Context: an optimization exercise on an open-source flow, tuned for small area, a short achievable clock period and few clock cycles. The choices shown serve that exercise and are no tape-out recipe.
Only simulation tests tie the RTL to the original design; equivalence was not proved.

==> amber: inputs <==
==> flow/design.v <==
module ALU(
	input [15:0] a,
	input [15:0] b,
	input [15:0] shl_x,   
	input [15:0] shl_n,   
	output [15:0] sum,
	output [15:0] diff,
	output lt,            
	output [15:0] shl,
	output [15:0] shr,
	output [15:0] mul,
	output [3:0] dshift   
	);
	wire [16:0] d17 = {1'b0, a} - {1'b0, b};
	assign sum = a + b;
	assign diff = d17[15:0];
	assign lt = d17[16];
	assign shl = (shl_n[15:4] != 12'd0) ? 16'd0 : (shl_x << shl_n[3:0]);
	assign shr = (b[15:4] != 12'd0) ? 16'd0 : (a >> b[3:0]);
	assign mul = a * b;
	function [3:0] msb;
		input [15:0] x;
		integer k;
		begin
			msb = 4'd0;
			for (k = 0; k < 16; k = k + 1)
				if (x[k]) msb = k;
		end
	endfunction
	assign dshift = msb(a) - msb(b);
endmodule
module REGFILE(
	input clk,
	input clr,
	input we,
	input [4:0] waddr,
	input [15:0] wdata,
	input [4:0] aaddr,
	output [15:0] adata,
	input [4:0] baddr,
	output [15:0] bdata,
	output r1nz  
	);
	reg [15:0] r [1:31];
	wire [15:0] wd = clr ? 16'd0 : wdata;
	genvar g;
	generate for (g = 1; g < 32; g = g + 1) begin : W
		wire en = clr | (we & (waddr == g));
		always @(posedge clk) if (en) r[g] <= wd;
	end endgenerate
	reg [15:0] a, b;
	integer i;
	always @(*) begin
		a = 16'd0;
		b = 16'd0;
		for (i = 1; i < 32; i = i + 1) begin
			a = a | (r[i] & {16{aaddr == i}});
			b = b | (r[i] & {16{baddr == i}});
		end
	end
	assign adata = a;
	assign bdata = b;
	assign r1nz = |r[1];
endmodule
module mips16_core(
	input clk,
	input rst,  
	output [9:0] imem_addr,
	input [15:0] imem_rdata,
	output [9:0] dmem_addr,
	output dmem_we,
	output [15:0] dmem_wdata,
	input [15:0] dmem_rdata,
	input [15:0] in_data,
	output rf_we,
	output [4:0] rf_waddr,
	output [15:0] rf_wdata
	);
	localparam [5:0] OP_NOP = 6'h00, OP_LW = 6'h01, OP_SW = 6'h02, OP_MV = 6'h03,
		OP_BGZ = 6'h04, OP_BEZ = 6'h05, OP_JMP = 6'h06, OP_JAL = 6'h07, OP_JR = 6'h08,
		OP_SLT = 6'h09, OP_SLTI = 6'h0A, OP_SEQ = 6'h0B, OP_SEQI = 6'h0C, OP_LIM = 6'h0D,
		OP_SL = 6'h0E, OP_SR = 6'h0F, OP_ADD = 6'h10, OP_SUB = 6'h11, OP_MULT = 6'h12,
		OP_DIV = 6'h13, OP_MOD = 6'h14, OP_ADDI = 6'h15, OP_SUBI = 6'h16, OP_MULTI = 6'h17,
		OP_DIVI = 6'h18, OP_MODI = 6'h19, OP_NOT = 6'h1A, OP_XOR = 6'h1B, OP_OR = 6'h1C,
		OP_AND = 6'h1D, OP_LWR = 6'h1E, OP_SWR = 6'h1F, OP_SI = 6'h20, OP_SLI = 6'h21,
		OP_SRI = 6'h22;
	reg [9:0] fpc, npc;
	reg ahead;          
	reg dv;             
	reg [15:0] ir;
	reg ev;             
	reg e_wr1;          
	reg e_sw;           
	reg [1:0] ph;       
	reg [3:0] cnt;      
	reg ld_iss;         
	reg [9:0] dm_addr;
	reg dm_we;
	reg [15:0] dm_wdata;  
	reg rfw_we;
	reg [4:0] rfw_addr;
	reg [15:0] rfw_data;  
	assign imem_addr = fpc;
	assign dmem_addr = dm_addr;
	assign dmem_we = dm_we;
	assign dmem_wdata = dm_wdata;
	assign rf_we = rfw_we;
	assign rf_waddr = rfw_addr;
	assign rf_wdata = rfw_data;
	wire [5:0] op = ir[15:10];
	wire [4:0] fa = ir[9:5];
	wire [4:0] fb = ir[4:0];
	wire is_lw = (op == OP_LW), is_lwr = (op == OP_LWR);
	wire [4:0] ra = e_sw ? 5'd1 : fa;
	wire [15:0] rA, rB;
	wire r1nz;
	reg wen;
	reg [4:0] waddr;
	reg [15:0] wdata_alu;
	wire sel_ld = is_lw | is_lwr;
	wire sel_si = (op == OP_SI);
	wire [15:0] wdata = sel_ld ? dmem_rdata : sel_si ? in_data : wdata_alu;
	reg clr;  
	always @(posedge clk) clr <= rst;
	REGFILE regs(.clk(clk), .clr(clr), .we(wen), .waddr(waddr), .wdata(wdata),
		.aaddr(ra), .adata(rA), .baddr(fb), .bdata(rB), .r1nz(r1nz));
	wire use_imm = (op == OP_SLTI) | (op == OP_SEQI) | (op == OP_ADDI) | (op == OP_SUBI) |
		(op == OP_MULTI) | (op == OP_DIVI) | (op == OP_MODI) | (op == OP_SLI) | (op == OP_SRI);
	wire [15:0] opA = rA;
	wire [15:0] opB = use_imm ? {11'd0, fb} : rB;
	wire is_div = (op == OP_DIV) | (op == OP_DIVI);
	wire is_mod = (op == OP_MOD) | (op == OP_MODI);
	wire is_dm = is_div | is_mod;
	wire div_it = is_dm & (ph != 2'd0);    
	wire [15:0] alu_sum, alu_diff, alu_shl, alu_shr, alu_mul;
	wire alu_lt;
	wire [3:0] div_s;
	ALU alu(.a(opA), .b(opB), .shl_x(div_it ? opB : opA), .shl_n(div_it ? {12'd0, cnt} : opB),
		.sum(alu_sum), .diff(alu_diff), .lt(alu_lt), .shl(alu_shl), .shr(alu_shr),
		.mul(alu_mul), .dshift(div_s));
	wire [16:0] dsub = {1'b0, rfw_data} - {1'b0, alu_shl};
	wire dge = ~dsub[16];
	wire [15:0] rem_n = dge ? dsub[15:0] : rfw_data;
	wire [15:0] quo_n = {dm_wdata[14:0], dge};
	wire b_zero = (opB == 16'd0);
	wire div_triv = b_zero | alu_lt;
	wire [15:0] div_triv_res = is_div ? (b_zero ? 16'hFFFF : 16'd0) : opA;
	reg e_last;
	always @(*) begin
		if (!ev) e_last = 1'b1;
		else if (is_lw) e_last = ld_iss ? (ph == 2'd1) : (ph == 2'd2);
		else if (is_lwr) e_last = (ph == 2'd2);
		else if (is_dm) e_last = (ph == 2'd0) ? div_triv : (cnt == 4'd0);
		else e_last = 1'b1;
	end
	reg e_last_next;
	always @(*) begin
		if (is_lw) e_last_next = ld_iss ? 1'b1 : (ph == 2'd1);
		else if (is_lwr) e_last_next = (ph == 2'd1);
		else if (is_dm) e_last_next = (ph == 2'd0) ? (div_s == 4'd0) : (cnt == 4'd1);
		else e_last_next = 1'b1;
	end
	wire [9:0] epc = npc - 10'd1;  
	always @(*) begin
		wen = 1'b0;
		waddr = 5'd1;
		wdata_alu = 16'd0;
		if (ev) begin
			case (op)
			OP_LW: begin wen = e_last; end
			OP_MV: begin wen = 1'b1; waddr = fb; wdata_alu = opA; end
			OP_JAL: begin wen = 1'b1; waddr = fa; wdata_alu = {6'd0, epc}; end
			OP_SLT, OP_SLTI: begin wen = 1'b1; wdata_alu = {15'd0, alu_lt}; end
			OP_SEQ, OP_SEQI: begin wen = 1'b1; wdata_alu = {15'd0, opA != opB}; end
			OP_LIM: begin wen = 1'b1; wdata_alu = {6'd0, ir[9:0]}; end
			OP_SL, OP_SLI: begin wen = 1'b1; wdata_alu = alu_shl; end
			OP_SR, OP_SRI: begin wen = 1'b1; wdata_alu = alu_shr; end
			OP_ADD, OP_ADDI: begin wen = 1'b1; wdata_alu = alu_sum; end
			OP_SUB, OP_SUBI: begin wen = 1'b1; wdata_alu = alu_diff; end
			OP_MULT, OP_MULTI: begin wen = 1'b1; wdata_alu = alu_mul; end
			OP_DIV, OP_DIVI, OP_MOD, OP_MODI: begin
				wen = e_last;
				wdata_alu = (ph == 2'd0) ? div_triv_res : (is_div ? quo_n : rem_n);
			end
			OP_NOT: begin wen = 1'b1; waddr = fb; wdata_alu = ~opA; end
			OP_XOR: begin wen = 1'b1; wdata_alu = opA ^ opB; end
			OP_OR: begin wen = 1'b1; wdata_alu = opA | opB; end
			OP_AND: begin wen = 1'b1; wdata_alu = opA & opB; end
			OP_LWR: begin wen = e_last; waddr = fb; end
			OP_SI: begin wen = 1'b1; waddr = fa; end
			default: ;
			endcase
		end
	end
	wire e_br = ev & ((op == OP_JR) | ((op == OP_BGZ) & r1nz) | ((op == OP_BEZ) & ~r1nz));
	wire [9:0] e_tgt = (op == OP_JR) ? rA[9:0] : ir[9:0];
	wire [5:0] dop = imem_rdata[15:10];
	wire ir_free = e_last;
	wire acc = dv & ir_free & ~e_br;
	wire r1_known = ~(ev & e_wr1);
	wire d_jmp = (dop == OP_JMP);
	wire d_cbr = ((dop == OP_BGZ) | (dop == OP_BEZ)) & r1_known;
	wire d_taken = d_jmp | ((dop == OP_BGZ) & r1_known & r1nz) | ((dop == OP_BEZ) & r1_known & ~r1nz);
	wire d_drop = d_jmp | d_cbr;  
	wire d_multi = (dop == OP_LW) | (dop == OP_LWR);
	wire [4:0] dfa = imem_rdata[9:5], dfb = imem_rdata[4:0];
	wire d_wr1 = (dop == OP_LW) | (dop == OP_SLT) | (dop == OP_SLTI) | (dop == OP_SEQ) |
		(dop == OP_SEQI) | (dop == OP_LIM) | (dop == OP_SL) | (dop == OP_SR) |
		((dop >= OP_ADD) & (dop <= OP_MODI)) | (dop == OP_XOR) | (dop == OP_OR) |
		(dop == OP_AND) | (dop == OP_SLI) | (dop == OP_SRI) |
		(((dop == OP_MV) | (dop == OP_NOT) | (dop == OP_LWR)) & (dfb == 5'd1)) |
		(((dop == OP_JAL) | (dop == OP_SI)) & (dfa == 5'd1));
	wire e_store = ev & ((op == OP_SW) | (op == OP_SWR));
	wire e_lwr_iss = ev & is_lwr & (ph == 2'd0);
	wire e_lw_iss = ev & is_lw & ~ld_iss & (ph == 2'd0);
	wire d_lw_iss = acc & (dop == OP_LW) & ~e_store & ~e_lwr_iss;
	always @(posedge clk) begin
		if (rst) begin
			fpc <= 10'd0;
			npc <= 10'd0;
			ahead <= 1'b0;
			dv <= (fpc == 10'd0);
			ev <= 1'b0;
			ph <= 2'd0;
			ld_iss <= 1'b0;
			dm_we <= 1'b0;
			rfw_we <= 1'b0;
		end else begin
			if (e_br) begin
				npc <= e_tgt;
				fpc <= e_tgt;
				ahead <= 1'b0;
				dv <= 1'b0;
			end else if (acc) begin
				if (d_taken) begin
					npc <= imem_rdata[9:0];
					fpc <= imem_rdata[9:0];
					ahead <= 1'b0;
					dv <= 1'b0;
				end else begin
					npc <= npc + 10'd1;
					dv <= ahead;
					if (!ahead) begin
						fpc <= npc + 10'd1;
						ahead <= 1'b0;
					end else if (d_multi & ~d_drop) begin
						ahead <= 1'b0;
					end else begin
						fpc <= fpc + 10'd1;
						ahead <= 1'b1;
					end
				end
			end else begin
				dv <= ~ahead;
				if (!ahead & (e_last | e_last_next)) begin
					fpc <= fpc + 10'd1;
					ahead <= 1'b1;
				end else begin
					fpc <= npc;
					ahead <= 1'b0;
				end
			end
			if (acc) begin
				ir <= imem_rdata;
				ev <= ~d_drop;
				e_wr1 <= d_wr1;
				e_sw <= (dop == OP_SW);
				ld_iss <= d_lw_iss;
			end else if (e_last) begin
				ev <= 1'b0;
			end
			if (e_last) ph <= 2'd0;
			else if (div_it) ph <= 2'd1;
			else ph <= ph + 2'd1;
			if (ev & is_dm) begin
				if (ph == 2'd0) cnt <= div_s;
				else cnt <= cnt - 4'd1;
			end
			dm_we <= e_store;
			if (e_store) begin
				dm_addr <= (op == OP_SW) ? ir[9:0] : rB[9:0];
				dm_wdata <= rA;
			end else if (e_lwr_iss) begin
				dm_addr <= rA[9:0];
			end else if (e_lw_iss) begin
				dm_addr <= ir[9:0];
			end else if (d_lw_iss) begin
				dm_addr <= imem_rdata[9:0];
			end
			rfw_we <= wen;
			if (wen) begin
				rfw_addr <= waddr;
				rfw_data <= wdata;
			end else if (ev & is_dm) begin
				rfw_data <= (ph == 2'd0) ? opA : rem_n;
			end
			if (ev & is_dm & ~e_store) begin
				dm_wdata <= (ph == 2'd0) ? 16'd0 : quo_n;
			end
		end
	end
endmodule
==> flow/flow/run.sh <==
#!/bin/bash
set -euo pipefail
MARGIN=34.2
bash standard.sh SETUP_SLACK_MARGIN=$MARGIN "BUFFER_PORTS_ARGS=-buffer_cell sky130_fd_sc_hd__buf_4" finish > standard_flow.log 2>&1
==> flow/standard.sh <==
#!/bin/bash
# synth_recipe.tcl (not shown) runs the flow's synth.tcl, then flattens the netlist and writes it again
# the make line also repeats each setting of config.mk as NAME=value (left out here)
make -C /OpenROAD-flow-scripts/flow DESIGN_CONFIG=/design/flow/config.mk WORK_HOME=/design/flow/orfs CLKGATE_MAP_FILE= SYNTH_SCRIPT=/design/flow/synth_recipe.tcl "${@:-finish}"
==> flow/config.mk <==
export PLATFORM = sky130hd
export DESIGN_NAME = mips16_core
export DESIGN_NICKNAME = mips16_core
export VERILOG_FILES = /design/flow/design.v
export SDC_FILE = /design/flow/constraint.sdc
export NUM_CORES = 4
export LEC_CHECK = 0
export CAP_MARGIN = 20
export CORE_MARGIN = 2
export CORE_UTILIZATION = 40
export SLEW_MARGIN = 20
==> flow/constraint.sdc <==
create_clock -name core_clock -period 44.0 [get_ports {clk}]
set_input_delay 8.8000 -clock core_clock [delete_from_list [all_inputs] [get_ports {clk}]]
set_output_delay 8.8000 -clock core_clock [all_outputs]
set_load 0.01 [all_outputs]
==> inputs of ember, as changes to amber <==
--- a/flow/design.v
+++ b/flow/design.v
@@ -84,9 +84,7 @@
 		OP_DIVI = 6'h18, OP_MODI = 6'h19, OP_NOT = 6'h1A, OP_XOR = 6'h1B, OP_OR = 6'h1C,
 		OP_AND = 6'h1D, OP_LWR = 6'h1E, OP_SWR = 6'h1F, OP_SI = 6'h20, OP_SLI = 6'h21,
 		OP_SRI = 6'h22;
-	reg [9:0] fpc, npc;
-	reg ahead;          
-	reg dv;             
+	reg [9:0] fpc, dpc, npc;
 	reg [15:0] ir;
 	reg ev;             
 	reg e_wr1;          
@@ -196,7 +194,7 @@
 	wire [9:0] e_tgt = (op == OP_JR) ? rA[9:0] : ir[9:0];
 	wire [5:0] dop = imem_rdata[15:10];
 	wire ir_free = e_last;
-	wire acc = dv & ir_free & ~e_br;
+	wire acc = (dpc == npc) & ir_free & ~e_br;
 	wire r1_known = ~(ev & e_wr1);
 	wire d_jmp = (dop == OP_JMP);
 	wire d_cbr = ((dop == OP_BGZ) | (dop == OP_BEZ)) & r1_known;
@@ -214,12 +212,12 @@
 	wire e_lwr_iss = ev & is_lwr & (ph == 2'd0);
 	wire e_lw_iss = ev & is_lw & ~ld_iss & (ph == 2'd0);
 	wire d_lw_iss = acc & (dop == OP_LW) & ~e_store & ~e_lwr_iss;
+	wire seq_ok = (fpc == npc + 10'd1);
 	always @(posedge clk) begin
+		dpc <= fpc;
 		if (rst) begin
 			fpc <= 10'd0;
 			npc <= 10'd0;
-			ahead <= 1'b0;
-			dv <= (fpc == 10'd0);
 			ev <= 1'b0;
 			ph <= 2'd0;
 			ld_iss <= 1'b0;
@@ -229,36 +227,19 @@
 			if (e_br) begin
 				npc <= e_tgt;
 				fpc <= e_tgt;
-				ahead <= 1'b0;
-				dv <= 1'b0;
 			end else if (acc) begin
 				if (d_taken) begin
 					npc <= imem_rdata[9:0];
 					fpc <= imem_rdata[9:0];
-					ahead <= 1'b0;
-					dv <= 1'b0;
 				end else begin
 					npc <= npc + 10'd1;
-					dv <= ahead;
-					if (!ahead) begin
-						fpc <= npc + 10'd1;
-						ahead <= 1'b0;
-					end else if (d_multi & ~d_drop) begin
-						ahead <= 1'b0;
-					end else begin
-						fpc <= fpc + 10'd1;
-						ahead <= 1'b1;
-					end
+					if (!seq_ok) fpc <= npc + 10'd1;
+					else if (d_multi & ~d_drop) fpc <= fpc;
+					else fpc <= fpc + 10'd1;
 				end
 			end else begin
-				dv <= ~ahead;
-				if (!ahead & (e_last | e_last_next)) begin
-					fpc <= fpc + 10'd1;
-					ahead <= 1'b1;
-				end else begin
-					fpc <= npc;
-					ahead <= 1'b0;
-				end
+				if ((fpc == npc) & (e_last | e_last_next)) fpc <= fpc + 10'd1;
+				else fpc <= npc;
 			end
 			if (acc) begin
 				ir <= imem_rdata;
==> flow/flow/run.sh (replaced) <==
#!/bin/bash
set -euo pipefail
MARGIN=33.5
bash standard.sh SETUP_SLACK_MARGIN=$MARGIN finish > standard_flow.log 2>&1
==> out/results.tsv <==
stage	metric	value	unit
status	status	finished clean	
finish	clock_buffers	79	
cts	insertion_delay	0.66	ns
finish	multi_input_area	21530	µm²
cts	cts_resized	206	
finish	utilization	48.56	%
routing	avgRoutedWirePerCell	35.98	µm
synth	netlist_area	39790	µm²
cts	cts.sinks	594	
cts	cts_made_buffers	69	
routing	drt_iter0_markers	8252	
synth	post_synth_inst_count	4034	
That was amber.
==> out/results.tsv <==
stage	metric	value	unit
status	status	finished clean	
finish	largest_class	multi-input combinational cells	
finish	clock_buffers	73	
finish	utilization	46.21	%
floorplanning	start_util	40.23	%
cts	cts.sinks	602	
worst_setup_path	arrival	10.87	ns
cts	cts_resized	65	
worst_setup_path	crit_path_max_incr_delay	0.49	ns
cts	cts_made_buffers	70	
synth	netlist_area	40880	µm²
worst_setup_path	r2r_end	regs.r[5][15]	
cts	insertion_delay	0.68	ns
routing	drt_iter0_markers	7727	
routing	avgRoutedWirePerCell	36.55	µm
routing	wl_met1	71580	µm
That was ember.
Testbench counts of amber, summed over its fixed seeds: cycles 27,902.
Testbench counts of ember, summed over its fixed seeds: cycles 27,874.

[static timing again, ports no longer ideal]
The flow's constraints put no driver on any port. The routed layouts listed below were extracted and timed again, unchanged, in two steps.
Step 1 (the two cells are an assumption about what drives the block):
set clk [get_ports {clk}]
set_driving_cell -lib_cell sky130_fd_sc_hd__clkbuf_16 $clk
set_driving_cell -lib_cell sky130_fd_sc_hd__buf_2 [delete_from_list [all_inputs] $clk]
Step 2 times the ports against the registers' clock, not the clock port: input delays grow and output delays shrink by t, the midpoint of the rising clock arrivals with the driver on.
a / b / c = no drivers / after step 1 / after step 2; a / b = the first two.
| run | t (ns) | slack for setup (ns) | hold WS [ns] | worst register clock-pin slew, ns | cell pins on the clock port's net |
|---|---|---|---|---|---|
| amber | 0.715 | 33.677 / 33.705 / 32.990 | 0.486 / 0.486 / 0.486 | 0.07 / 0.07 | 1 |
| ember | 0.728 | 33.440 / 33.462 / 32.754 | 0.435 / 0.435 / 0.435 | 0.08 / 0.08 | 1 |
After both steps setup and hold are still met in every run listed. For amber, which loses most, drivers alone change the setup slack by +0.028 ns; drivers and shift together by -0.687 ns.
